This design comes from an exercise in tuning for small area on the open sky130 flow, not from production work. Function was not checked in any run shown here: the RTL went through the layout flow alone. No activity file was given, so power comes from the tool's default toggle rates.

### flow/design.v
`timescale 1ns / 1ps
module Perceptron (
    input clk,
    input reset,
    input  [7:0] input1,
    input  [7:0] input2,
    input  [7:0] weight1,
    input  [7:0] weight2,
    input  [7:0] bias,
    output reg [15:0] output_neuron
);
    wire nz;
    reg  nz_q;
    wire t1, t2, t3, t4, g5, g6, g7, t8, t9, t10, s11, c12, g13, t14, t15, t16, t17, t18, t19, t20, t21, t22, t23, t24, g25, g26, g27, t28, t29, t30, s31, c32, g33, t34, t35, t36, t37, t38, t39, t40, t41, t42, t43, t44, t45, t46, t47, t48, t49, t50, t51, t52, t53, t54, t55, t56, t57, t58, t59, t60, t61, t62, t63, t64, t65, t66, t67, g68, g69, g70, t71, t72, t73, s74, c75, g76, t77, t78, t79, t80, t81, t82, t83, t84, t85, t86, t87, g88, g89, g90, t91, t92, t93, s94, c95, g96, t97, t98, t99, t100, t101, t102, t103, t104, t105, t106, t107, t108, t109, t110, t111, t112, t113, t114, t115, t116, t117, t118, t119, t120, t121, t122, t123, t124, t125, t126, t127, t128, t129, t130, t131, t132, t133, t134, s135, c136, s137, c138, s139, c140, s141, c142, s143, c144, s145, c146, s147, c148, s149, c150, s151, c152, s153, c154, s155, c156, s157, c158, s159, c160, s161, c162, s163, c164, s165, c166, s167, c168, s169, c170, s171, c172, s173, c174, s175, c176, s177, c178, s179, c180, s181, c182, s183, c184, s185, c186, s187, c188, s189, c190, s191, c192, s193, c194, s195, c196, s197, c198, s199, c200, s201, c202, s203, c204, s205, c206, s207, c208, s209, c210, s211, c212, s213, c214, s215, c216, s217, c218, s219, c220, s221, c222, s223, c224, s225, c226, s227, c228, s229, c230, s231, c232, s233, c234, s235, c236, s237, c238, s239, c240, s241, c242, s243, c244, s245, c246, s247, c248, s249, c250, s251, c252, s253, c254, s255, c256, s257, c258, s259, c260, s261, c262, s263, c264, s265, c266, s267, c268, s269, c270, s271, c272, s273, c274, s275, c276, s277, c278, s279, c280, s281, c282, s283, c284, s285, c286, s287, c288, s289, c290, s291, c292, s293, c294, s295, c296, s297, c298, s299, c300, o301, o302, o303, o304, o305, o306, o307, o308, o309, o310, o311, o312, o313, o314, o315, o316;
    assign t1 = ~((weight1[0] & input1[0]));
    assign t2 = ~(((weight1[1] & input1[0]) | (weight1[0] & input1[1])));
    assign t3 = ~(((weight1[2] & input1[0]) | (weight1[1] & input1[1]) | (weight1[0] & input1[2])));
    assign t4 = ~(((weight1[3] & input1[0]) | (weight1[2] & input1[1]) | (weight1[1] & input1[2]) | (weight1[0] & input1[3])));
    assign g5 = (weight1[0] & input1[4]);
    assign g6 = (weight1[0] & input1[5]) ^ (weight1[1] & input1[4]);
    assign g7 = (weight1[0] & input1[5]) & (weight1[1] & input1[4]);
    assign t8 = ~((weight1[0] & input1[6]));
    assign t9 = ~((weight1[1] & input1[5]));
    assign t10 = ~((weight1[2] & input1[4]));
    assign {c12, s11} = t8 + t9 + t10;
    assign g13 = ~s11 ^ g7;
    assign t14 = ~(~s11 & g7);
    assign t15 = ~((weight1[0] & input1[7]));
    assign t16 = ~((weight1[1] & input1[6]));
    assign t17 = ~((weight1[1] & input1[7]));
    assign t18 = ~((weight1[2] & input1[5]));
    assign t19 = ~((weight1[2] & input1[6]));
    assign t20 = ~((weight1[2] & input1[7]));
    assign t21 = ~((weight1[3] & input1[4]));
    assign t22 = ~((weight1[3] & input1[5]));
    assign t23 = ~((weight1[3] & input1[6]));
    assign t24 = ~((weight1[3] & input1[7]));
    assign g25 = (weight1[4] & input1[0]);
    assign g26 = (weight1[4] & input1[1]) ^ (weight1[5] & input1[0]);
    assign g27 = (weight1[4] & input1[1]) & (weight1[5] & input1[0]);
    assign t28 = ~((weight1[4] & input1[2]));
    assign t29 = ~((weight1[5] & input1[1]));
    assign t30 = ~((weight1[6] & input1[0]));
    assign {c32, s31} = t28 + t29 + t30;
    assign g33 = ~s31 ^ g27;
    assign t34 = ~(~s31 & g27);
    assign t35 = ~((weight1[4] & input1[3]));
    assign t36 = ~((weight1[5] & input1[2]));
    assign t37 = ~((weight1[5] & input1[3]));
    assign t38 = ~((weight1[6] & input1[1]));
    assign t39 = ~((weight1[6] & input1[2]));
    assign t40 = ~((weight1[6] & input1[3]));
    assign t41 = ~((weight1[7] & input1[0]));
    assign t42 = ~((weight1[7] & input1[1]));
    assign t43 = ~((weight1[7] & input1[2]));
    assign t44 = ~((weight1[7] & input1[3]));
    assign t45 = ~(((weight1[3] & input1[1]) | (weight1[2] & input1[2]) | (weight1[1] & input1[3])) | g5 | g25);
    assign t46 = ~(((weight1[2] & input1[3]) ^ (weight1[3] & input1[2]) ^ ((weight1[1] & input1[3]) | (weight1[3] & input1[1]) & (weight1[2] & input1[2]))) | g6 | g26);
    assign t47 = ~((((weight1[3] & input1[3]) & ~(weight1[2] & input1[2])) | (~(weight1[3] & input1[3]) & (weight1[2] & input1[2]) & ((weight1[1] & input1[3]) | (weight1[3] & input1[1])))) | g13 | g33);
    assign t48 = ~((weight1[4] & input1[4]));
    assign t49 = ~((weight1[4] & input1[5]));
    assign t50 = ~((weight1[4] & input1[6]));
    assign t51 = ~((weight1[4] & input1[7]));
    assign t52 = ~((weight1[5] & input1[4]));
    assign t53 = ~((weight1[5] & input1[5]));
    assign t54 = ~((weight1[5] & input1[6]));
    assign t55 = ~((weight1[5] & input1[7]));
    assign t56 = ~((weight1[6] & input1[4]));
    assign t57 = ~((weight1[6] & input1[5]));
    assign t58 = ~((weight1[6] & input1[6]));
    assign t59 = ~((weight1[6] & input1[7]));
    assign t60 = ~((weight1[7] & input1[4]));
    assign t61 = ~((weight1[7] & input1[5]));
    assign t62 = ~((weight1[7] & input1[6]));
    assign t63 = ~((weight1[7] & input1[7]));
    assign t64 = ~((weight2[0] & input2[0]));
    assign t65 = ~(((weight2[1] & input2[0]) | (weight2[0] & input2[1])));
    assign t66 = ~(((weight2[2] & input2[0]) | (weight2[1] & input2[1]) | (weight2[0] & input2[2])));
    assign t67 = ~(((weight2[3] & input2[0]) | (weight2[2] & input2[1]) | (weight2[1] & input2[2]) | (weight2[0] & input2[3])));
    assign g68 = (weight2[0] & input2[4]);
    assign g69 = (weight2[0] & input2[5]) ^ (weight2[1] & input2[4]);
    assign g70 = (weight2[0] & input2[5]) & (weight2[1] & input2[4]);
    assign t71 = ~((weight2[0] & input2[6]));
    assign t72 = ~((weight2[1] & input2[5]));
    assign t73 = ~((weight2[2] & input2[4]));
    assign {c75, s74} = t71 + t72 + t73;
    assign g76 = ~s74 ^ g70;
    assign t77 = ~(~s74 & g70);
    assign t78 = ~((weight2[0] & input2[7]));
    assign t79 = ~((weight2[1] & input2[6]));
    assign t80 = ~((weight2[1] & input2[7]));
    assign t81 = ~((weight2[2] & input2[5]));
    assign t82 = ~((weight2[2] & input2[6]));
    assign t83 = ~((weight2[2] & input2[7]));
    assign t84 = ~((weight2[3] & input2[4]));
    assign t85 = ~((weight2[3] & input2[5]));
    assign t86 = ~((weight2[3] & input2[6]));
    assign t87 = ~((weight2[3] & input2[7]));
    assign g88 = (weight2[4] & input2[0]);
    assign g89 = (weight2[4] & input2[1]) ^ (weight2[5] & input2[0]);
    assign g90 = (weight2[4] & input2[1]) & (weight2[5] & input2[0]);
    assign t91 = ~((weight2[4] & input2[2]));
    assign t92 = ~((weight2[5] & input2[1]));
    assign t93 = ~((weight2[6] & input2[0]));
    assign {c95, s94} = t91 + t92 + t93;
    assign g96 = ~s94 ^ g90;
    assign t97 = ~(~s94 & g90);
    assign t98 = ~((weight2[4] & input2[3]));
    assign t99 = ~((weight2[5] & input2[2]));
    assign t100 = ~((weight2[5] & input2[3]));
    assign t101 = ~((weight2[6] & input2[1]));
    assign t102 = ~((weight2[6] & input2[2]));
    assign t103 = ~((weight2[6] & input2[3]));
    assign t104 = ~((weight2[7] & input2[0]));
    assign t105 = ~((weight2[7] & input2[1]));
    assign t106 = ~((weight2[7] & input2[2]));
    assign t107 = ~((weight2[7] & input2[3]));
    assign t108 = ~(((weight2[3] & input2[1]) | (weight2[2] & input2[2]) | (weight2[1] & input2[3])) | g68 | g88);
    assign t109 = ~(((weight2[2] & input2[3]) ^ (weight2[3] & input2[2]) ^ ((weight2[1] & input2[3]) | (weight2[3] & input2[1]) & (weight2[2] & input2[2]))) | g69 | g89);
    assign t110 = ~((((weight2[3] & input2[3]) & ~(weight2[2] & input2[2])) | (~(weight2[3] & input2[3]) & (weight2[2] & input2[2]) & ((weight2[1] & input2[3]) | (weight2[3] & input2[1])))) | g76 | g96);
    assign t111 = ~((weight2[4] & input2[4]));
    assign t112 = ~((weight2[4] & input2[5]));
    assign t113 = ~((weight2[4] & input2[6]));
    assign t114 = ~((weight2[4] & input2[7]));
    assign t115 = ~((weight2[5] & input2[4]));
    assign t116 = ~((weight2[5] & input2[5]));
    assign t117 = ~((weight2[5] & input2[6]));
    assign t118 = ~((weight2[5] & input2[7]));
    assign t119 = ~((weight2[6] & input2[4]));
    assign t120 = ~((weight2[6] & input2[5]));
    assign t121 = ~((weight2[6] & input2[6]));
    assign t122 = ~((weight2[6] & input2[7]));
    assign t123 = ~((weight2[7] & input2[4]));
    assign t124 = ~((weight2[7] & input2[5]));
    assign t125 = ~((weight2[7] & input2[6]));
    assign t126 = ~((weight2[7] & input2[7]));
    assign t127 = ~(bias[0]);
    assign t128 = ~(bias[1]);
    assign t129 = ~(bias[2]);
    assign t130 = ~(bias[3]);
    assign t131 = ~(bias[4]);
    assign t132 = ~(bias[5]);
    assign t133 = ~(bias[6]);
    assign t134 = ~(bias[7]);
    assign {c136, s135} = c12 + t14 + t15;
    assign {c138, s137} = t16 + t18 + t21;
    assign {c140, s139} = c32 + t34 + t35;
    assign {c142, s141} = t36 + t38 + t41;
    assign {c144, s143} = c75 + t77 + t78;
    assign {c146, s145} = t79 + t81 + t84;
    assign {c148, s147} = c136 + c138 + c140;
    assign {c150, s149} = t17 + t19 + t22;
    assign {c152, s151} = t37 + t39 + t42;
    assign s153 = ~(t48 ^ t80);
    assign c154 = t48 | t80;
    assign {c156, s155} = t20 + t23 + t40;
    assign s157 = ~(t43 ^ t49);
    assign c158 = t43 | t49;
    assign {c160, s159} = c95 + t97 + t98;
    assign {c162, s161} = t99 + t101 + t104;
    assign {c164, s163} = c142 + c144 + c146;
    assign {c166, s165} = t82 + t85 + t100;
    assign {c168, s167} = t102 + t105 + t111;
    assign {c170, s169} = c148 + c150 + c152;
    assign {c172, s171} = c154 + t52 + t83;
    assign {c174, s173} = t86 + t103 + t106;
    assign s175 = ~(t112 ^ t115);
    assign c176 = t112 | t115;
    assign {c178, s177} = c156 + c158 + t24;
    assign {c180, s179} = t44 + t50 + t53;
    assign {c182, s181} = t56 + t87 + t107;
    assign s183 = ~(t113 ^ t116);
    assign c184 = t113 | t116;
    assign {c186, s185} = t51 + t54 + t57;
    assign s187 = ~(t60 ^ t114);
    assign c188 = t60 | t114;
    assign {c190, s189} = t134 + s135 + s137;
    assign s191 = ~(s139 ^ s141);
    assign c192 = s139 | s141;
    assign {c194, s193} = c160 + c162 + s147;
    assign {c196, s195} = s149 + s151 + s153;
    assign s197 = ~(s163 ^ s165);
    assign c198 = s163 | s165;
    assign {c200, s199} = c164 + c166 + c168;
    assign {c202, s201} = s155 + s157 + s169;
    assign {c204, s203} = s171 + s173 + s175;
    assign {c206, s205} = c170 + c172 + c174;
    assign {c208, s207} = c176 + t119 + s177;
    assign {c210, s209} = s179 + s181 + s183;
    assign {c212, s211} = c178 + c180 + c182;
    assign {c214, s213} = c184 + t117 + t120;
    assign {c216, s215} = t123 + s185 + s187;
    assign {c218, s217} = c186 + c188 + t55;
    assign {c220, s219} = t58 + t61 + t118;
    assign s221 = ~(t121 ^ t124);
    assign c222 = t121 | t124;
    assign s223 = ~(t59 ^ t62);
    assign c224 = t59 | t62;
    assign {c226, s225} = s143 + s145 + s159;
    assign {c228, s227} = c190 + c192 + s167;
    assign s229 = ~(s193 ^ s195);
    assign c230 = s193 | s195;
    assign {c232, s231} = c194 + c196 + c198;
    assign {c234, s233} = s199 + s201 + s203;
    assign {c236, s235} = c200 + c202 + c204;
    assign {c238, s237} = s205 + s207 + s209;
    assign {c240, s239} = c206 + c208 + c210;
    assign {c242, s241} = s211 + s213 + s215;
    assign {c244, s243} = c212 + c214 + c216;
    assign {c246, s245} = s217 + s219 + s221;
    assign {c248, s247} = c218 + c220 + c222;
    assign {c250, s249} = t122 + t125 + s223;
    assign s251 = ~(c224 ^ t63);
    assign c252 = c224 | t63;
    assign s253 = ~(s161 ^ s189);
    assign c254 = s161 | s189;
    assign {c256, s255} = c226 + s197 + s227;
    assign {c258, s257} = c228 + c230 + s231;
    assign {c260, s259} = c232 + c234 + s235;
    assign {c262, s261} = c236 + c238 + s239;
    assign {c264, s263} = c240 + c242 + s243;
    assign {c266, s265} = c244 + c246 + s247;
    assign {c268, s267} = c248 + c250 + t126;
    assign s269 = ~(t1 ^ t64);
    assign c270 = t1 | t64;
    assign {c272, s271} = t2 + t65 + t128;
    assign {c274, s273} = t3 + t66 + t129;
    assign {c276, s275} = t4 + t67 + t130;
    assign {c278, s277} = t45 + t108 + t131;
    assign {c280, s279} = t46 + t109 + t132;
    assign {c282, s281} = t47 + t110 + t133;
    assign {c284, s283} = s191 + s225 + s253;
    assign {c286, s285} = c254 + s229 + s255;
    assign {c288, s287} = c256 + s233 + s257;
    assign {c290, s289} = c258 + s237 + s259;
    assign {c292, s291} = c260 + s241 + s261;
    assign {c294, s293} = c262 + s245 + s263;
    assign {c296, s295} = c264 + s249 + s265;
    assign {c298, s297} = c266 + s251 + s267;
    assign s299 = ~(c268 ^ c252);
    assign c300 = c268 | c252;
    assign o301 = ~(t127 & s269);
    assign o302 = ~(c270 & s271);
    assign o303 = ~(c272 & s273);
    assign o304 = ~(c274 & s275);
    assign o305 = ~(c276 & s277);
    assign o306 = ~(c278 & s279);
    assign o307 = ~(c280 & s281);
    assign o308 = ~(c282 & s283);
    assign o309 = ~(c284 & s285);
    assign o310 = ~(c286 & s287);
    assign o311 = ~(c288 & s289);
    assign o312 = ~(c290 & s291);
    assign o313 = ~(c292 & s293);
    assign o314 = ~(c294 & s295);
    assign o315 = ~(c296 & s297);
    assign o316 = ~(c298 & s299);
    assign nz = ((t127 ^ s269) ^ 1'b0) | ((c270 ^ s271) ^ o301) | ((c272 ^ s273) ^ o302) | ((c274 ^ s275) ^ o303) | ((c276 ^ s277) ^ o304) | ((c278 ^ s279) ^ o305) | ((c280 ^ s281) ^ o306) | ((c282 ^ s283) ^ o307) | ((c284 ^ s285) ^ o308) | ((c286 ^ s287) ^ o309) | ((c288 ^ s289) ^ o310) | ((c290 ^ s291) ^ o311) | ((c292 ^ s293) ^ o312) | ((c294 ^ s295) ^ o313) | ((c296 ^ s297) ^ o314) | ((c298 ^ s299) ^ o315);
    always @(posedge clk or posedge reset) begin
        if (reset) begin
            nz_q <= 1'b0;
            output_neuron <= 16'd0;
        end else begin
            nz_q <= nz;
            output_neuron <= {15'd0, nz_q};
        end
    end
endmodule
### flow/run.sh
#!/bin/bash
# synth_recipe.tcl (not shown) runs the flow's synth.tcl, then flattens the netlist and writes it again
# the make line also repeats each setting of config.mk as NAME=value (left out here)
make -C /OpenROAD-flow-scripts/flow DESIGN_CONFIG=/design/flow/config.mk WORK_HOME=/design/flow/orfs CLKGATE_MAP_FILE= SYNTH_SCRIPT=/design/flow/synth_recipe.tcl finish
### flow/config.mk
export PLATFORM = sky130hd
export DESIGN_NAME = Perceptron
export DESIGN_NICKNAME = Perceptron
export VERILOG_FILES = /design/flow/design.v
export SDC_FILE = /design/flow/constraint.sdc
export NUM_CORES = 4
export LEC_CHECK = 0
export CAP_MARGIN = 20
export CORE_MARGIN = 2
export CORE_UTILIZATION = 40
export SLEW_MARGIN = 20
### flow/constraint.sdc
create_clock -name core_clock -period 8.0 [get_ports {clk}]
set_input_delay 1.6000 -clock core_clock [delete_from_list [all_inputs] [get_ports {clk}]]
set_output_delay 1.6000 -clock core_clock [all_outputs]
set_load 0.01 [all_outputs]
==> results of run 1 <==
per-layer routing:
metal | GRT usage, % | wire, um
met2 | 32.3 | 4260
met3 | 0.716 | 289
met1 | 25.1 | 3550
met4 | 2.42 | 55
met5 | 0 | 0
worst paths after layout:
path | start | end | depth (start not counted)
min in group asynchronous | reset | nz_q | 2
max in group asynchronous | reset | output_neuron[0] | 2
worst min-delay path | nz_q | output_neuron[0] | 0
worst max-delay path | weight1[2] | nz_q | 18
worst max register to register | nz_q | output_neuron[0] | 0
worst min register to register | nz_q | output_neuron[0] | 0
cell type report:
| class | count | area (um2) |
|---|---|---|
| Fill cell | 859 | 4600 |
| Multi-Input combinational cell | 288 | 3070 |
| Timing Repair Buffer | 49 | 473 |
| Inverter | 81 | 304 |
| Tap cell | 108 | 135 |
| Sequential cell | 2 | 50.0 |
| Clock buffer | 3 | 41.3 |
placed cells by master (no fill, tap or decap):
cell type / synthesis / layout
a211oi_2: 1 / 1
a21oi_1: 2 / 2
a21oi_2: 1 / 1
a221oi_1: 1 / 1
a222oi_1: 2 / 2
a22o_1: 1 / 1
a22oi_1: 5 / 5
a311oi_2: 1 / 1
a31oi_1: 1 / 1
and2_1: 90 / 90
and2b_1: 2 / 2
and3_1: 3 / 3
and4_1: 2 / 2
buf_4: 18 / 7
clkbuf_8: 0 / 3
clkdlybuf4s50_1: 0 / 42
conb_1: 1 / 15
dfrtp_1: 2 / 2
fa_1: 73 / 73
ha_1: 36 / 36
inv_1: 81 / 81
mux2_4: 1 / 1
nand2_1: 15 / 15
nand2_2: 1 / 1
nand2b_4: 1 / 1
nand4_1: 2 / 2
nor2_1: 2 / 2
nor2b_1: 1 / 1
nor3_1: 1 / 1
nor3b_2: 1 / 1
nor4_1: 4 / 4
nor4_2: 1 / 1
o2111ai_1: 1 / 1
o21ai_0: 1 / 1
o21bai_1: 1 / 1
o22a_1: 2 / 2
xnor2_1: 12 / 12
xor2_1: 5 / 5
stage by stage:
stage                     hold WS [ps]  worst slack (ps)  util, %  cells
after floorplan                    331              1190        -    396
after global placement             338               516     46.5    528
after detailed placement           354               389     46.5    528
after CTS                          362               614     46.9    531
after global routing               368               394     46.9    531
final                              368               619     46.9    531
cells by family (layout without fill, tap and decap cells):
group           count (synthesis)  in the layout  share of synthesized area (%)
simple gates                  126            126                           21.8
fa+ha+maj                     109            109                           53.9
buf+inv                       106            133                           13.5
compound gates                 20             20                           4.69
xor+xnor                       17             17                           4.20
flops                           2              2                           1.41
other cells                     1             15                          0.106
mux                             1              1                          0.423
cells in the mapped netlist, types with 2 or more instances:
cell type / instances / area, um2
nor2_1: 2 / 7.51
nand4_1: 2 / 12.5
nor4_1: 4 / 25.0
a222oi_1: 2 / 20.0
and4_1: 2 / 17.5
ha_1: 36 / 450
a21oi_1: 2 / 10.0
and2b_1: 2 / 15.0
nand2_1: 15 / 56.3
fa_1: 73 / 1460
and2_1: 90 / 563
a22oi_1: 5 / 37.5
dfrtp_1: 2 / 50.1
inv_1: 81 / 304
buf_4: 18 / 135
xor2_1: 5 / 43.8
o22a_1: 2 / 17.5
buf_2: 5 / 25.0
and3_1: 3 / 18.8
xnor2_1: 12 / 105
registers in the layout (all words and copies together), names as in the netlist:
name,cells
output_neuron,1
nz_q,1
power by group through the flow:
stage / clock, mW / sequential (mW) / combinational [mW]
floorplan: 0 / 0.0103 / 0.472
global placement: 0 / 0.0103 / 0.613
detailed placement: 0 / 0.0103 / 0.626
CTS: 0.0411 / 0.0102 / 0.634
global route: 0.0421 / 0.0102 / 0.725
finish: 0.0405 / 0.0102 / 0.625
==> run_results.csv, run 1 <==
group,metric,value,unit
logic_synthesis,yosysUniqueCellTypes,39,
critical_path,critical_path.cell_chain,"clkdlybuf4s50_1 -> and2_1 -> fa_1 -> ha_1 -> fa_1 -> fa_1 -> fa_1 -> fa_1 -> fa_1 -> inv_1 -> fa_1 -> inv_1 -> fa_1 -> inv_1 -> ha_1 -> xnor2_1 -> nor4_1 -> nand4_1",
job,cap_violations,0,
clocking,cts.sinks,2,
timing,skew,3.41,ps
critical_path,path_delay_family,"adder cells",
clocking,post-cts-setup-buffers,0,
detailed_routing,via_count,2593,
critical_path,cp_max_fo,11,
power,peakVddDrop,0.108,mV
clocking,hold_buffers,0,
clocking,cts.repair.resized,0,
logic_synthesis,ys_ff_latch,2,
clocking,numCtsBuffers,3,
clocking,clock_latency,210,ps
timing,rsz0062_at_grt,"no",
timing,worst_pin_slew,507,ps
detailed_routing,vias_per_cell,4.88,
min_path,worstHoldPathType,"flip-flop to flip-flop",
floorplanning,coreArea,8680,um2
finish,final_area,4070,um2
power,swShare,50.3,%
clocking,cts_tree,"built",
power,comb_power_share,92.5,%
critical_path,crit_type,"input port to flip-flop",
timing,finalCritPeriodShare,92.3,%
detailed_routing,final_antenna_net_count,0,
timing,slew_headroom,66.2,%
timing,fmax,0.135,GHz
logic_synthesis,async_reset_ff_share,100,%
floorplanning,die-area,9640,um2
critical_path,crit_buf_inv,4,
power,leakagePower,2.03,nW
critical_path,path_common_cell,"fa_1",
logic_synthesis,yosys_most_used_dff,"dfrtp_1",
detailed_routing,first_pass_iters,4,
critical_path,arrival,7450,ps
floorplanning,fp.dieH,98.2,um
detailed_routing,wl_per_cell,15.4,um
grt,grt_pass1_wl,13.9,mm
power,pwr_density_cell,166,nW/um2
detailed_routing,drcViolationCount,0,
floorplanning,rows,34,
grt,grt_pass1_vias,2723,
outcome,status,"complete, no violations",
logic_synthesis,syn_area_per_cell,9.29,um2
clocking,htree_num_levels,1,
grt,antenna_found_initial,0,
power,power,675,uW
grt,grt_max_degree,13,
power,p_sw,340,uW
clocking,clock_path_buffers,2,
logic_synthesis,ys_warn_count,1,
finish,layout-drive-gt1-share,4.26,%
logic_synthesis,yosysSeqAreaShare,1.41,%
critical_path,cpPeakStageDelay,690,ps
finish,fin_nets,576,
timing,final-setup-viol-count,0,
clocking,clk_pin_slew,30,ps
critical_path,worst_path_max_delay_cell,"clkdlybuf4s50_1",
grt,grt_overflow_total,0,
clocking,cts-root-buf,"clkbuf_8",
timing,hold_viol,0,
timing,final_max_slew_viol_count,0,
floorplanning,io_pins,58,
detailed_routing,drt_iter0_markers,126,
critical_path,endpoint_kind,"flip-flop",
placed_design,postPlaceCellArea,4030,um2
detailed_routing,wl,8.15,mm
critical_path,reg2reg_slack,7520,ps
placed_design,globalplace.congestion,0.899,
critical_path,startpoint_type,"input port",
floorplanning,die_w,98.2,um
power,internal_power,336,uW
logic_synthesis,syn_area,3550,um2
logic_synthesis,synthCells,382,
power,clkPwrFrac,6.0,%
floorplanning,start_util,40.9,%
grt,grt.total_usage,18.0,%
finish,antennaDiodeCount,0,
finish,syn_to_final_growth,14.8,%
timing,final.min_clock_period,7380,ps
placed_design,dp_hpwl,7.07,mm
logic_synthesis,synth_edf_count,0,
power,power_frac_seq,1.5,%
critical_path,required,8070,ps
placed_design,port_buffers,42,
timing,fin_tns_setup,0,ps
==> run 2: changes to the inputs <==
--- a/flow/design.v
+++ b/flow/design.v
@@ -13,3 +13,3 @@
     reg  nz_q;
-    wire t1, t2, t3, t4, g5, g6, g7, t8, t9, t10, s11, c12, g13, t14, t15, t16, t17, t18, t19, t20, t21, t22, t23, t24, g25, g26, g27, t28, t29, t30, s31, c32, g33, t34, t35, t36, t37, t38, t39, t40, t41, t42, t43, t44, t45, t46, t47, t48, t49, t50, t51, t52, t53, t54, t55, t56, t57, t58, t59, t60, t61, t62, t63, t64, t65, t66, t67, g68, g69, g70, t71, t72, t73, s74, c75, g76, t77, t78, t79, t80, t81, t82, t83, t84, t85, t86, t87, g88, g89, g90, t91, t92, t93, s94, c95, g96, t97, t98, t99, t100, t101, t102, t103, t104, t105, t106, t107, t108, t109, t110, t111, t112, t113, t114, t115, t116, t117, t118, t119, t120, t121, t122, t123, t124, t125, t126, t127, t128, t129, t130, t131, t132, t133, t134, s135, c136, s137, c138, s139, c140, s141, c142, s143, c144, s145, c146, s147, c148, s149, c150, s151, c152, s153, c154, s155, c156, s157, c158, s159, c160, s161, c162, s163, c164, s165, c166, s167, c168, s169, c170, s171, c172, s173, c174, s175, c176, s177, c178, s179, c180, s181, c182, s183, c184, s185, c186, s187, c188, s189, c190, s191, c192, s193, c194, s195, c196, s197, c198, s199, c200, s201, c202, s203, c204, s205, c206, s207, c208, s209, c210, s211, c212, s213, c214, s215, c216, s217, c218, s219, c220, s221, c222, s223, c224, s225, c226, s227, c228, s229, c230, s231, c232, s233, c234, s235, c236, s237, c238, s239, c240, s241, c242, s243, c244, s245, c246, s247, c248, s249, c250, s251, c252, s253, c254, s255, c256, s257, c258, s259, c260, s261, c262, s263, c264, s265, c266, s267, c268, s269, c270, s271, c272, s273, c274, s275, c276, s277, c278, s279, c280, s281, c282, s283, c284, s285, c286, s287, c288, s289, c290, s291, c292, s293, c294, s295, c296, s297, c298, s299, c300, o301, o302, o303, o304, o305, o306, o307, o308, o309, o310, o311, o312, o313, o314, o315, o316;
+    wire t1, t2, t3, t4, g5, g6, g7, t8, t9, t10, s11, c12, g13, t14, t15, t16, t17, t18, t19, t20, t21, t22, t23, t24, g25, g26, g27, t28, t29, t30, s31, c32, g33, t34, t35, t36, t37, t38, t39, t40, t41, t42, t43, t44, t45, t46, t47, t48, t49, t50, t51, t52, t53, t54, t55, t56, t57, t58, t59, t60, t61, t62, t63, t64, t65, t66, t67, g68, g69, g70, t71, t72, t73, s74, c75, g76, t77, t78, t79, t80, t81, t82, t83, t84, t85, t86, t87, g88, g89, g90, t91, t92, t93, s94, c95, g96, t97, t98, t99, t100, t101, t102, t103, t104, t105, t106, t107, t108, t109, t110, t111, t112, t113, t114, t115, t116, t117, t118, t119, t120, t121, t122, t123, t124, t125, t126, t127, t128, t129, t130, t131, t132, t133, t134, s135, c136, s137, c138, s139, c140, s141, c142, s143, c144, s145, c146, s147, c148, s149, c150, s151, c152, s153, c154, s155, c156, s157, c158, s159, c160, s161, c162, s163, c164, s165, c166, s167, c168, s169, c170, s171, c172, s173, c174, s175, c176, s177, c178, s179, c180, s181, c182, s183, c184, s185, c186, s187, c188, s189, c190, s191, c192, s193, c194, s195, c196, s197, c198, s199, c200, s201, c202, s203, c204, s205, c206, s207, c208, s209, c210, s211, c212, s213, c214, s215, c216, s217, c218, s219, c220, s221, c222, s223, c224, s225, c226, s227, c228, s229, c230, s231, c232, s233, c234, s235, c236, s237, c238, s239, c240, s241, c242, s243, c244, s245, c246, s247, c248, s249, c250, s251, c252, s253, c254, s255, c256, s257, c258, s259, c260, s261, c262, s263, c264, s265, c266, s267, c268, s269, c270, s271, c272, s273, c274, s275, c276, s277, c278, s279, c280, s281, c282, s283, c284, s285, c286, s287, c288, s289, c290, s291, c292, s293, c294, s295, c296, s297, c298, s299, c300, s301, c302, s303, c304, s305, c306, s307, c308, s309, c310, s311, c312, s313, c314, s315, c316, s317, c318, s319, c320, s321, c322, s323, c324, s325, c326, s327, c328, s329, c330, s331, c332;
     assign t1 = ~((weight1[0] & input1[0]));
@@ -241,19 +241,20 @@
     assign c300 = c268 | c252;
-    assign o301 = ~(t127 & s269);
-    assign o302 = ~(c270 & s271);
-    assign o303 = ~(c272 & s273);
-    assign o304 = ~(c274 & s275);
-    assign o305 = ~(c276 & s277);
-    assign o306 = ~(c278 & s279);
-    assign o307 = ~(c280 & s281);
-    assign o308 = ~(c282 & s283);
-    assign o309 = ~(c284 & s285);
-    assign o310 = ~(c286 & s287);
-    assign o311 = ~(c288 & s289);
-    assign o312 = ~(c290 & s291);
-    assign o313 = ~(c292 & s293);
-    assign o314 = ~(c294 & s295);
-    assign o315 = ~(c296 & s297);
-    assign o316 = ~(c298 & s299);
-    assign nz = ((t127 ^ s269) ^ 1'b0) | ((c270 ^ s271) ^ o301) | ((c272 ^ s273) ^ o302) | ((c274 ^ s275) ^ o303) | ((c276 ^ s277) ^ o304) | ((c278 ^ s279) ^ o305) | ((c280 ^ s281) ^ o306) | ((c282 ^ s283) ^ o307) | ((c284 ^ s285) ^ o308) | ((c286 ^ s287) ^ o309) | ((c288 ^ s289) ^ o310) | ((c290 ^ s291) ^ o311) | ((c292 ^ s293) ^ o312) | ((c294 ^ s295) ^ o313) | ((c296 ^ s297) ^ o314) | ((c298 ^ s299) ^ o315);
+    assign s301 = ~(t127 ^ s269);
+    assign c302 = t127 | s269;
+    assign {c304, s303} = c270 + s271 + c302;
+    assign {c306, s305} = c272 + s273 + c304;
+    assign {c308, s307} = c274 + s275 + c306;
+    assign {c310, s309} = c276 + s277 + c308;
+    assign {c312, s311} = c278 + s279 + c310;
+    assign {c314, s313} = c280 + s281 + c312;
+    assign {c316, s315} = c282 + s283 + c314;
+    assign {c318, s317} = c284 + s285 + c316;
+    assign {c320, s319} = c286 + s287 + c318;
+    assign {c322, s321} = c288 + s289 + c320;
+    assign {c324, s323} = c290 + s291 + c322;
+    assign {c326, s325} = c292 + s293 + c324;
+    assign {c328, s327} = c294 + s295 + c326;
+    assign {c330, s329} = c296 + s297 + c328;
+    assign {c332, s331} = c298 + s299 + c330;
+    assign nz = ~s301 | ~s303 | ~s305 | ~s307 | ~s309 | ~s311 | ~s313 | ~s315 | ~s317 | ~s319 | ~s321 | ~s323 | ~s325 | ~s327 | ~s329 | ~s331;
     always @(posedge clk or posedge reset) begin
==> run 2 against run 1 <==
Net effect: the layout now fails its checks (negative setup slack); sequential power is essentially flat; total power rose by 9.8%; wire length is 2.4% higher; critical endpoint unchanged; largest cell class unchanged.
==> run_results.csv, run 2 <==
group,metric,value,unit
outcome,status,"finished with violations",
outcome,layout.failed_checks,"negative setup slack",
critical_path,path_common_cell,"fa_2",
critical_path,cp_max_fo,2,
detailed_routing,wl_per_cell,15.9,um
placed_design,globalplace.congestion,0.873,
clocking,htree_num_levels,1,
timing,final-setup-viol-count,1,
logic_synthesis,synthCells,337,
critical_path,crit_type,"input port to flip-flop",
timing,fmax,0.125,GHz
finish,final_area,4320,um2
timing,fin_tns_setup,-10.4,ps
floorplanning,start_util,41.4,%
logic_synthesis,ys_ff_latch,2,
timing,worst_pin_slew,571,ps
detailed_routing,wl,8.35,mm
critical_path,required,8050,ps
logic_synthesis,syn_area,3410,um2
finish,fin_nets,573,
grt,grt.total_usage,19.9,%
critical_path,startpoint_type,"input port",
logic_synthesis,yosysMostFrequentCell,"and2_1",
power,power_frac_seq,1.4,%
timing,setup_ws,-10.4,ps
clocking,cts-root-buf,"clkbuf_8",
power,clkPwrFrac,5.6,%
critical_path,path_delay_family,"adder cells",
logic_synthesis,ys_warn_count,1,
floorplanning,rows,33,
power,power,742,uW
clocking,numCtsBuffers,3,
critical_path,critical_path.cell_chain,"buf_8 -> buf_6 -> a222oi_1 -> inv_1 -> fa_1 -> fa_2 -> fa_2 -> fa_2 -> fa_2 -> fa_2 -> fa_2 -> fa_2 -> fa_2 -> fa_2 -> fa_2 -> fa_2 -> fa_2 -> fa_2 -> xor2_1 -> xnor2_1 -> nand4_1",
grt,antenna_found_initial,0,
finish,antennaDiodeCount,0,
power,leakagePower,2.04,nW
logic_synthesis,synth_edf_count,0,
floorplanning,die-area,9270,um2
logic_synthesis,yosysUniqueCellTypes,35,
grt,grt_max_degree,10,
finish,top_regs,"nz_q: 1 flops, output_neuron: 1 flops",
finish,layout_common_cells,"and2_1 (83), fa_1 (68), inv_1 (48)",
logic_synthesis,synthTopCellsByCount,"and2_1 (90), fa_1 (88), inv_1 (50)",
clocking,cts_tree,"built",
grt,grt_pass1_wl,13.7,mm
finish,final_common_cell,"and2_1",
critical_path,cpPeakStageDelay,520,ps
timing,final.min_clock_period,8010,ps
logic_synthesis,synth_top_area_share,51.7,%
logic_synthesis,yosysSeqAreaShare,1.47,%
clocking,clock_path_buffers,2,
critical_path,endpoint_kind,"flip-flop",
grt,grt_overflow_total,0,
placed_design,postPlaceCellArea,4170,um2
power,comb_power_share,93.1,%
floorplanning,fp.dieH,96.3,um
floorplanning,io_pins,58,
logic_synthesis,syn_area_per_cell,10.1,um2
placed_design,dp_hpwl,7.40,mm
timing,hold_viol,0,
power,peakVddDrop,0.141,mV
placed_design,port_buffers,42,
critical_path,arrival,8060,ps
logic_synthesis,synth_area_leader_cell,"fa_1",
detailed_routing,vias_per_cell,4.90,
power,internal_power,386,uW
detailed_routing,first_pass_iters,4,
clocking,hold_buffers,0,
logic_synthesis,synth_area_leaders,"fa_1 (52%), and2_1 (17%), ha_1 (8.1%), inv_1 (5.5%), buf_4 (4.0%)",
clocking,cts.sinks,2,
logic_synthesis,async_reset_ff_share,100,%
clocking,clock_latency,220,ps
detailed_routing,drt_iter0_markers,99,
clocking,clk_pin_slew,30,ps
job,cap_violations,0,
timing,rsz0062_at_grt,"yes",
timing,hold-worst-slack,395,ps
detailed_routing,final_antenna_net_count,0,
power,p_sw,355,uW
detailed_routing,via_count,2566,
timing,slew_headroom,61.4,%
min_path,worstHoldPathType,"flip-flop to flip-flop",
finish,syn_to_final_growth,26.9,%
detailed_routing,drcViolationCount,0,
grt,grt_pass1_vias,2751,
finish,layout-drive-gt1-share,23.6,%
floorplanning,die_w,96.3,um
timing,finalCritPeriodShare,100,%
floorplanning,coreArea,8220,um2
critical_path,worst_path_max_delay_cell,"fa_1",
power,pwr_density_cell,172,nW/um2
critical_path,crit_buf_inv,3,
logic_synthesis,yosys_most_used_dff,"dfrtp_1",
timing,skew,6.05,ps
timing,final_max_slew_viol_count,0,
power,swShare,47.9,%
==> run 2: cell count changes after synthesis, sizes merged, moves of 3 or more <==
cell and change:
fa +15, nor4 -3, and3 -3, nand3 +9, inv -31, nand2 -3
ha -14, a211o +3, xnor2 -11, xor2 -3
==> run 2: worst paths after layout <==
| check | from | endpoint | slack (ps) | depth (start not counted) |
|---|---|---|---|---|
| worst min register to register | nz_q | output_neuron[0] | 400 | 0 |
| max in group asynchronous | reset | output_neuron[0] | 6290 | 2 |
| worst min-delay path | nz_q | output_neuron[0] | 400 | 0 |
| worst max register to register | nz_q | output_neuron[0] | 7490 | 0 |
| min in group asynchronous | reset | nz_q | 1570 | 2 |
| worst max-delay path | weight1[2] | nz_q | -10 | 21 |
==> run 2: cell type report <==
type	count	area, um2
clock buffers	3	41.3
flip-flops and latches	2	50.0
fillers	774	3890
inverters	50	188
multi-input cells	275	3130
repair buffers	89	783
well taps	105	131
==> run 2: routing by layer <==
metal / share of wire, % / track usage [%] / vias to the layer above
met5: 0 / 0 / -
met4: 0.84 / 2.62 / 0
met3: 4.5 / 2.82 / 8
met2: 50 / 33.4 / 59
met1: 44 / 28.3 / 1316
li1: - / - / 1183
==> run 2: what timing repair did <==
item / 4_1_cts / 5_1_grt
buffers inserted: 3 / 6
setup endpoints to repair: 1 / 1
gates resized for setup: 64 / 28
pin swaps: 38 / 19
cloned: 0 / 0
==> run 2: cells by family after synthesis <==
group                      Yosys count  synth area share (%)
AOI/OAI and AO/OA                   20                  4.70
xor gates and xnor gates             3                 0.772
adders and majority gates          110                  59.8
buffers and inverters               74                  10.5
DFF                                  2                  1.47
muxes                                1                 0.441
other                                1                 0.110
and+or+nand+nor                    126                  22.2
==> run 2: through the flow <==
stage          cells  setup WS (ps)  utilization, %
2_1_floorplan    351           3.41               -
3_3_place_gp     512           -607            50.8
3_5_place_dp     512           -703            50.8
4_1_cts          518           3.08            51.7
5_1_grt          524           -173            52.6
6_report         524          -10.4            52.6
==> run 2: power by group through the flow <==
stage	Clock, mW	Sequential, mW	Combinational (mW)
2_1_floorplan	0	0.0103	0.499
3_3_place_gp	0	0.0103	0.658
3_5_place_dp	0	0.0103	0.690
4_1_cts	0.0422	0.0102	0.702
5_1_grt	0.0428	0.0102	0.799
6_report	0.0412	0.0102	0.690
==> run 3: changes to the inputs <==
==> flow/design.v (replaced) <==
`timescale 1ns / 1ps
module Perceptron (
    input clk,
    input reset,
    input  [7:0] input1,
    input [7:0] input2,
    input  [7:0] weight1,
    input  [7:0] weight2,
    input [7:0] bias,
    output reg [15:0] output_neuron
);
    wire [15:0] product1, product2;
    reg  [15:0] sum;
    ApproxMultiplier mult1 (
        .A(input1),
        .B(weight1),
        .result(product1)
    );
    ApproxMultiplier mult2 (
        .A(input2),
        .B(weight2),
        .result(product2)
    );
    always @(posedge clk or posedge reset) begin
        if (reset) begin
            sum <= 16'd0;
            output_neuron <= 16'd0;
        end else begin
            sum <= product1 + product2 + bias;
            output_neuron <= log_sigmoid(sum);
        end
    end
    function [15:0] log_sigmoid;
        input [15:0] x;
        begin
            log_sigmoid = (x > 0) ? 16'd1 : 16'd0;
        end
    endfunction
endmodule
module ApproxMultiplier (
    input  [7:0] A,
    input  [7:0] B,
    output wire [15:0] result
);
    wire [3:0] AL_BL [0:3];
    wire [3:0] AH_BH [0:3];
	wire [3:0] AH_BL [0:3];
	wire [3:0] AL_BH [0:3];
    wire [7:0] result1;
    wire [7:0] result2;
    wire [7:0] result3;
    wire [7:0] result4;
    assign  AL_BL[0] =  A[3:0] & {4{B[0]}};
    assign  AL_BL[1] = A[3:0] & {4{B[1]}};
    assign  AL_BL[2] = A[3:0] & {4{B[2]}};
    assign  AL_BL[3] = A[3:0] & {4{B[3]}};
    assign  AH_BH[0] = A[7:4] & {4{B[4]}};
    assign  AH_BH[1] = A[7:4] & {4{B[5]}};
    assign  AH_BH[2] = A[7:4] & {4{B[6]}};
    assign  AH_BH[3] = A[7:4] & {4{B[7]}};
    assign  AL_BH[0] =  {A[3:0] & {4{B[4]}}};
    assign  AL_BH[1] = {A[3:0] & {4{B[5]}}};
    assign  AL_BH[2] = {A[3:0] & {4{B[6]}}};
    assign  AL_BH[3] = {A[3:0] & {4{B[7]}}};
    assign  AH_BL[0] =  {A[7:4] & {4{B[0]}}};
    assign  AH_BL[1] = {A[7:4] & {4{B[1]}}};
    assign  AH_BL[2] = {A[7:4] & {4{B[2]}}};
    assign  AH_BL[3] = {A[7:4] & {4{B[3]}}};
    assign result1[0] = AL_BL[0][0];
	assign result1[1] = AL_BL[1][0] | AL_BL[0][1];
	assign result1[2] = AL_BL[2][0] | AL_BL[1][1] | AL_BL[0][2] ;
	assign result1[3] = AL_BL[3][0] | AL_BL[2][1] | AL_BL[1][2] | AL_BL[0][3];
	assign result1[4] = AL_BL[3][1] | AL_BL[2][2] | AL_BL[1][3] ;
	assign result1[5] = AL_BL[2][3] ^ AL_BL[3][2] ^ (AL_BL[1][3] | AL_BL[3][1] & AL_BL[2][2]); 
    assign result1[6] =(AL_BL[3][3] & (~(AL_BL[2][2]))) | ((~(AL_BL[3][3]) & (AL_BL[2][2])) & (AL_BL[1][3] | AL_BL[3][1]));
    assign result1[7] = AL_BL[3][3] & AL_BL[2][2];    
    assign result2[7:0] = AH_BL[0][3:0] + {AH_BL[1][3:0] , 1'b0} + {AH_BL[2][3:0], 2'b0} + {AH_BL[3][3:0], 3'b0};
    assign result3[7:0] = AL_BH[0][3:0] + {AL_BH[1][3:0] , 1'b0} + {AL_BH[2][3:0], 2'b0} + {AL_BH[3][3:0], 3'b0};        
    assign result4[7:0] = AH_BH[0][3:0] + {AH_BH[1][3:0] , 1'b0} + {AH_BH[2][3:0], 2'b0} + {AH_BH[3][3:0], 3'b0};  
    assign result = { {result4[7:0] , 1'b0} + result3[7:3] + result2[7:3] , result1[6] | result2[2] | result3[2] , result1[5] | result2[1] | result3[1] , result1[4] | result2[0] | result3[0] , result1[3:0]};
endmodule
==> run 3 against run 2 <==
Net effect: now clean on timing, DRC and antenna; final area grew 24%; non-clock buffer count shrank 38; first-iteration DRC count shrank 8.1%; fmax grew 7.5%; clock skew shrank 3.6 ps; utilization shrank 5.8 points; cell count grew 36%; sequential power grew to 16 times the previous value; worst hold slack gained 56 ps; clock power grew 140%; via count grew 42%; critical path type unchanged; synthesized cell count grew 56%.
==> run_results.csv, run 3 <==
group,metric,value,unit
grt,use_met1,22.4,%
timing,fin_tns_setup,0,ps
clocking,clock_path_buffers,2,
timing,fmax,0.134,GHz
grt,grt_overflow_total,0,
logic_synthesis,synth_top_area_share,21.5,%
power,peakVddDrop,0.291,mV
finish,top_regs,"sum: 16 flops, output_neuron: 1 flops",
clocking,hold_buffers,0,
detailed_routing,first_pass_iters,5,
timing,worst_pin_slew,719,ps
logic_synthesis,ys_ff_latch,17,
clocking,numCtsBuffers,3,
detailed_routing,drcViolationCount,0,
clocking,cts.repair.resized,0,
logic_synthesis,yosysSeqAreaShare,9.01,%
logic_synthesis,yosysMostFrequentCell,"ha_1",
placed_design,globalplace.congestion,0.845,
grt,grt_pass1_wl,17.5,mm
clocking,clk_pin_slew,50,ps
detailed_routing,final_antenna_net_count,0,
logic_synthesis,synthTopCellsByCount,"ha_1 (81), and2_1 (67), fa_1 (49)",
detailed_routing,vias_per_cell,5.10,
floorplanning,rows,39,
finish,final_area,5370,um2
floorplanning,die-area,12700,um2
power,pwr_density_cell,333,nW/um2
critical_path,endpoint_kind,"flip-flop",
critical_path,arrival,7620,ps
grt,grt_util_met3,1.03,%
finish,syn_to_final_growth,13.8,%
timing,setup_ws,546,ps
timing,final.min_clock_period,7450,ps
grt,grt_busiest_layer,"met2",
floorplanning,io_pins,58,
grt,use_met2,30.5,%
floorplanning,fp.dieH,113,um
finish,fill_cells,1111,
timing,finalCritPeriodShare,93.2,%
detailed_routing,drt_iter0_markers,91,
finish,layout-drive-gt1-share,4.04,%
grt,grt.total_usage,16.7,%
logic_synthesis,synthCells,526,
clocking,cts.sinks,17,
critical_path,startpoint_type,"input port",
critical_path,cp_max_fo,12,
timing,final_max_slew_viol_count,0,
floorplanning,die_w,113,um
placed_design,dp_hpwl,8.89,mm
detailed_routing,via_count,3633,
placed_design,postPlaceCellArea,5290,um2
logic_synthesis,synth_edf_count,0,
finish,layout_common_cells,"ha_1 (81), and2_1 (67), fa_1 (49)",
logic_synthesis,ys_warn_count,2,
logic_synthesis,yosys_most_used_dff,"dfrtp_1",
clocking,post-cts-setup-buffers,0,
timing,final-setup-viol-count,0,
finish,largest_reg_flops,16,
logic_synthesis,syn_area_per_cell,8.97,um2
detailed_routing,wl_per_cell,14.0,um
critical_path,required,8170,ps
critical_path,crit_type,"input port to flip-flop",
clocking,cts-root-buf,"clkbuf_16",
grt,antenna_found_initial,0,
placed_design,port_buffers,42,
clocking,cts_tree,"built",
logic_synthesis,synth_area_leader_cell,"ha_1",
finish,final_common_cell,"ha_1",
timing,skew,2.45,ps
logic_synthesis,synth_area_leaders,"ha_1 (21%), fa_1 (21%), dfrtp_1 (9.0%), and2_1 (8.9%), xnor2_1 (4.8%)",
power,leakagePower,2.82,nW
detailed_routing,wl,10.0,mm
floorplanning,start_util,41.2,%
grt,grt_max_degree,18,
timing,rsz0062_at_grt,"no",
placed_design,dp_slack,272,ps
finish,regMostFlops,"sum",
timing,hold_viol,0,
finish,antennaDiodeCount,0,
logic_synthesis,syn_area,4720,um2
job,cap_violations,0,
logic_synthesis,yosysUniqueCellTypes,44,
clocking,htree_num_levels,1,
timing,slew_headroom,52.0,%
logic_synthesis,async_reset_ff_share,100,%
critical_path,reg2reg_slack,7030,ps
clocking,clock_latency,250,ps
finish,fin_nets,743,
grt,grt_pass1_vias,3825,
outcome,status,"complete, no violations",
floorplanning,coreArea,11500,um2
min_path,worstHoldPathType,"flip-flop to flip-flop",
## run 3: final timing paths
path | startpoint | end | depth (start not counted)
min reg2reg | sum[10] | output_neuron[0] | 2
max in group asynchronous | reset | sum[9] | 2
max | weight1[1] | sum[15] | 21
max reg2reg | sum[11] | output_neuron[0] | 2
min | sum[10] | output_neuron[0] | 2
min in group asynchronous | reset | output_neuron[0] | 2
## run 3: where the power goes
group | switching, mW | internal (mW)
clock network | 0.0304 | 0.0667
registers | 0.0103 | 0.152
logic | 0.814 | 0.714
## run 3: per-stage QoR
step	cells	power, mW	hold slack, ps	util [%]
2_1_floorplan	540	1.38	423	-
3_3_place_gp	709	1.67	440	46.1
3_5_place_dp	709	1.70	449	46.1
4_1_cts	713	1.81	459	46.8
5_1_grt	713	2.02	472	46.8
6_report	713	1.79	451	46.8
## run 3: area by class of cell
cell class	instances	area [um2]	share of cell area [%]
timing repair buffer	51	488	9.09
sequential	17	425	7.92
tap	143	179	3.33
multi-input combinational	452	4020	74.9
inverter	46	173	3.22
clock inverter	1	5.00	0.0932
clock buffer	3	75.1	1.40
## run 3: critical path: stages
cell,delay [ps]
clkdlybuf4s50_1,610
and2_1,250
ha_1,200
fa_1,410
xor2_1,180
fa_1,500
ha_1,240
fa_1,510
fa_1,420
ha_1,260
fa_1,410
a21o_1,170
a21oi_1,210
xnor2_1,160
ha_1,250
ha_1,380
a21oi_1,170
o22ai_1,110
o21a_1,190
a311oi_2,250
xor2_1,160
## run 3: routing by layer
metal | wire (um) | vias up
met3 | 224 | 6
met1 | 4740 | 1721
met2 | 4980 | 61
met5 | 0 | -
met4 | 66 | 0
li1 | - | 1845
## run 3: kinds of logic (layout without fill, tap and decap cells)
family / Yosys count / count (layout) / synth area share, %
and+or+nand+nor: 145 / 145 / 16.6
adders and majority gates: 130 / 130 / 42.3
AOI/OAI and AO/OA: 113 / 113 / 15.8
buffers and inverters: 71 / 101 / 6.84
xor gates and xnor gates: 49 / 49 / 9.38
DFF: 17 / 17 / 9.01
other: 1 / 15 / 0.0795

==> what the ideal ports hide <==
The flow's constraints put no driver on any port. The routed layouts listed below were extracted and timed again, unchanged, in two steps.
Step 1 (the two cells are an assumption about what drives the block):
set clk [get_ports {clk}]
set_driving_cell -lib_cell sky130_fd_sc_hd__clkbuf_16 $clk
set_driving_cell -lib_cell sky130_fd_sc_hd__buf_2 [delete_from_list [all_inputs] $clk]
Step 2 times the ports against the registers' clock, not the clock port: input delays grow and output delays shrink by t, the midpoint of the rising clock arrivals with the driver on.
Slacks: ideal / step 1 / step 2; pairs: ideal / step 1.
run | t, ns | setup slack, ns | worst setup path after step 2 | latest minus earliest clock arrival (ns) | worst data-port slew with drivers (ns)
run 1 | 0.230 | 0.619 / 0.615 / 0.385 | input to register | 0.003 / 0.004 | 0.04
run 2 | 0.243 | -0.010 / -0.020 / -0.263 | input to register | 0.006 / 0.006 | 0.05
run 3 | 0.274 | 0.546 / 0.555 / 0.281 | input to register | 0.003 / 0.002 | 0.03
For run 3, which loses most, drivers alone change the setup slack by +0.009 ns; drivers and shift together by -0.265 ns.
